Source: an optimization exercise on an open RTL-to-GDS flow (aim: small area). Production flows keep margins and buffers that such runs may drop. The RTL was checked by simulation tests, not by an equivalence proof against the original design.

==> inputs of harbor <==
## fast
module fast #(
   parameter PIXEL_DEPTH = 8,
   parameter KERNEL_SIZE = 7,
   parameter PPC = 1
) (
   input bit clk,
   input bit rst_n,
   input logic [391:0] in_data,
   output logic [12:0] out_pixel
);
==> flow/config.mk <==
export PLATFORM = sky130hd
export DESIGN_NAME = fast
export DESIGN_NICKNAME = fast
export VERILOG_FILES = /design/flow/design.v
export SDC_FILE = /design/flow/constraint.sdc
export NUM_CORES = 4
export LEC_CHECK = 0
export CAP_MARGIN = 40
export CORE_MARGIN = 2
export CORE_UTILIZATION = 40
export CTS_BUF_LIST = sky130_fd_sc_hd__clkbuf_4
export GPL_TIMING_DRIVEN = 0
export SLEW_MARGIN = 40
export SYNTH_HIERARCHICAL = 1
export BUFFER_PORTS_ARGS = -buffer_cell sky130_fd_sc_hd__buf_1
export REMOVE_ABC_BUFFERS = 1
==> flow/constraint.sdc <==
create_clock -name core_clock -period 12.0 [get_ports {clk}]
set_input_delay 2.4000 -clock core_clock [delete_from_list [all_inputs] [get_ports {clk}]]
set_output_delay 2.4000 -clock core_clock [all_outputs]
set_load 0.01 [all_outputs]
standard.sh (not shown) runs the stock make flow with config.mk's settings and CLKGATE_MAP_FILE= SYNTH_SCRIPT=/design/flow/synth_recipe.tcl, a recipe that flattens the netlist after the stock synthesis.
==> flow/flow/run.sh <==
#!/bin/bash
set -euo pipefail
cat >> config.mk <<'EOT'
export BUFFER_PORTS_ARGS = -buffer_cell sky130_fd_sc_hd__buf_1
export REMOVE_ABC_BUFFERS = 1
EOT
RES=orfs/results/$FLOW_PLATFORM/fast/base
bash standard.sh synth > flow_synth.log 2>&1
cp $RES/1_2_yosys.v flow_synth_netlist.v
python3 flow/downsize.py $FLOW_HOME/platforms/$FLOW_PLATFORM/lib/sky130_fd_sc_hd__tt_025C_1v80.lib $RES/1_2_yosys.v > flow_downsize.log 2>&1
touch $RES/1_2_yosys.v
bash standard.sh > flow_make.log 2>&1
==> flow/flow/downsize.py <==
#!/usr/bin/env python3
"""Set every combinational cell of the synthesized netlist to the smallest
variant of its cell family (same function and pins, e.g. a21oi_2 -> a21oi_1).
The layout flow's own repair then upsizes only where timing, slew or load need
it. Flip-flops and don't-use cells are left alone. Usage: downsize.py LIB NETLIST"""
import re, sys

lib_path, net_path = sys.argv[1], sys.argv[2]
lib = open(lib_path).read()

area, pins, dontuse = {}, {}, set()
for m in re.finditer(r'cell \("(sky130_fd_sc_hd__\w+)"\)\s*\{', lib):
    name = m.group(1)
    end = lib.find('\n    cell (', m.end())
    blk = lib[m.end(): end if end > 0 else len(lib)]
    a = re.search(r'\barea\s*:\s*([\d.]+)', blk)
    if a:
        area[name] = float(a.group(1))
    pins[name] = tuple(sorted(re.findall(r'pin \("(\w+)"\)', blk)))
    if re.search(r'dont_use\s*:\s*true', blk):
        dontuse.add(name)

fam = {}
for name in area:
    m = re.match(r'(sky130_fd_sc_hd__\w+?)_(\d+)$', name)
    if m:
        fam.setdefault((m.group(1), pins[name]), []).append(name)

def smallest(cell):
    m = re.match(r'(sky130_fd_sc_hd__\w+?)_(\d+)$', cell)
    if not m or cell not in area:
        return cell
    base = m.group(1)
    if re.search(r'__(df|dl|sdf|edf|conb|clk|tap|fill|decap|diode)', cell):
        return cell
    cands = [c for c in fam.get((base, pins[cell]), []) if c not in dontuse]
    if not cands:
        return cell
    return min(cands, key=lambda c: (area[c], int(c.rsplit('_', 1)[1])))

net = open(net_path).read()
count = 0
def sub(m):
    global count
    new = smallest(m.group(1))
    if new != m.group(1):
        count += 1
    return new + m.group(2)
net = re.sub(r'\b(sky130_fd_sc_hd__\w+)(\s+\S+\s*\()', sub, net)
open(net_path, 'w').write(net)
print(f"downsize.py: {count} cells set to their smallest variant")
==> umber: changes against harbor <==
--- a/flow/design.v
+++ b/flow/design.v
@@ -1,13 +1,9 @@
-module fast #(
-   parameter PIXEL_DEPTH = 8,
-   parameter KERNEL_SIZE = 7,
-   parameter PPC = 1
-) (
+module fast (
    input bit clk,
    input bit rst_n,
    input logic [391:0] in_data,
    output logic [12:0] out_pixel
 );
 wire nc0;
 wire nc1;
 wire nc2;
@@ -698,19 +694,22 @@
 wire s687;
 wire c688;
 wire s689;
 wire s690;
 wire c691;
 wire s692;
 wire c693;
 wire s694;
-wire s695;
+wire c695;
 wire s696;
 wire s697;
+wire s698;
+wire s699;
+wire s700;
 assign nc0 = ~in_data[193];
 assign nc1 = ~in_data[194];
 assign nc2 = ~in_data[195];
 assign nc3 = ~in_data[196];
 assign nc4 = ~in_data[197];
 assign nc5 = ~in_data[198];
 assign nc6 = ~in_data[199];
 assign x7 = in_data[192] ^ in_data[24];
@@ -1134,29 +1133,31 @@
 ha_cell u_s667 (.a(s417), .b(s419), .s(s667), .co(c668));
 fa_cell u_s669 (.a(c668), .b(s455), .c(s457), .s(s669), .co(c670));
 fa_cell u_s671 (.a(s489), .b(c670), .c(s491), .s(s671), .co(c672));
 fa_cell u_s673 (.a(s521), .b(c672), .c(s523), .s(s673), .co(c674));
 fa_cell u_s675 (.a(s551), .b(s553), .c(c674), .s(s675), .co(c676));
 fa_cell u_s677 (.a(s581), .b(s583), .c(c676), .s(s677), .co(c678));
 fa_cell u_s679 (.a(s611), .b(s613), .c(c678), .s(s679), .co(c680));
 fa_cell u_s681 (.a(c614), .b(s643), .c(c680), .s(s681), .co(c682));
-fa_cell u_s683 (.a(c644), .b(s657), .c(c682), .s(s683), .co(c684));
-ha_cell u_s685 (.a(c658), .b(s663), .s(s685), .co(c686));
+ha_cell u_s683 (.a(c644), .b(s657), .s(s683), .co(c684));
+fa_cell u_s685 (.a(c658), .b(s663), .c(c684), .s(s685), .co(c686));
 fa_cell u_s687 (.a(c664), .b(s665), .c(c686), .s(s687), .co(c688));
 assign s689 = c666 ^ c688;
-assign s690 = ~(c658 ^ s663);
-assign c691 = c658 | s663;
-fa_cell u_s692 (.a(c664), .b(s665), .c(c691), .s(s692), .co(c693));
-assign s694 = c666 ^ c693;
-assign s695 = c684 ? s690 : s685;
-assign s696 = c684 ? s692 : s687;
-assign s697 = c684 ? s694 : s689;
+assign s690 = ~(c644 ^ s657);
+assign c691 = c644 | s657;
+fa_cell u_s692 (.a(c658), .b(s663), .c(c691), .s(s692), .co(c693));
+fa_cell u_s694 (.a(c664), .b(s665), .c(c693), .s(s694), .co(c695));
+assign s696 = c666 ^ c695;
+assign s697 = c682 ? s690 : s683;
+assign s698 = c682 ? s692 : s685;
+assign s699 = c682 ? s694 : s687;
+assign s700 = c682 ? s696 : s689;
 wire [15:0] B = {c397, c372, c347, c322, c297, c272, c247, c222, c197, c172, c147, c122, c97, c72, c47, c22};
-wire [11:0] S = {s697, s696, s695, s683, s681, s679, s677, s675, s673, s671, s669, s667};
+wire [11:0] S = {s700, s699, s698, s697, s681, s679, s677, s675, s673, s671, s669, s667};
 wire is_corner;
 corner_cell u_corner (.b(B), .y(is_corner));
 always_ff @(posedge clk) begin
    if (~rst_n) out_pixel <= '0;
    else        out_pixel <= is_corner ? {1'b0, S} : '0;
 end
 endmodule
 module fa_cell (input a, input b, input c, output s, output co);
==> zinc: changes against harbor <==
--- a/flow/design.v
+++ b/flow/design.v
@@ -1,13 +1,9 @@
-module fast #(
-   parameter PIXEL_DEPTH = 8,
-   parameter KERNEL_SIZE = 7,
-   parameter PPC = 1
-) (
+module fast (
    input bit clk,
    input bit rst_n,
    input logic [391:0] in_data,
    output logic [12:0] out_pixel
 );
 wire nc0;
 wire nc1;
 wire nc2;
==> results.txt <==
Flip-flop and latch count is the same in umber and zinc. Worst hold slack: umber is lower than zinc (28 ps). In design area, umber and zinc hardly differ. Against umber, the synthesized area of zinc is smaller by 0.39%.

what the ideal ports hide:
Ports are ideal in the flow. The routed layouts listed here were re-timed in OpenROAD.
Step 1: set_driving_cell puts a clkbuf_16 on clk and a buf_2 on each other input, an assumption about the parent block.
Step 2 also shifts input and output timing later by t, the mid clock arrival at the registers, as if the neighbouring blocks saw the same clock.
Three values: no drivers, after step 1, after step 2; two values: the first two.
run | shift t [ns] | setup WS [ns] | worst setup path at the end | worst data-port slew with drivers (ns) | cell pins on the clock port's net
harbor | 0.355 | 0.356 / 0.371 / 0.016 | input to register | 0.05 | 1
umber | 0.339 | 0.565 / 0.577 / 0.238 | input to register | 0.05 | 1
zinc | 0.343 | 0.299 / 0.312 / -0.031 | input to register | 0.05 | 1
Met with ideal ports but missed after step 2: setup timing in zinc. For harbor, which loses most, drivers alone change the setup slack by +0.015 ns; drivers and shift together by -0.340 ns.
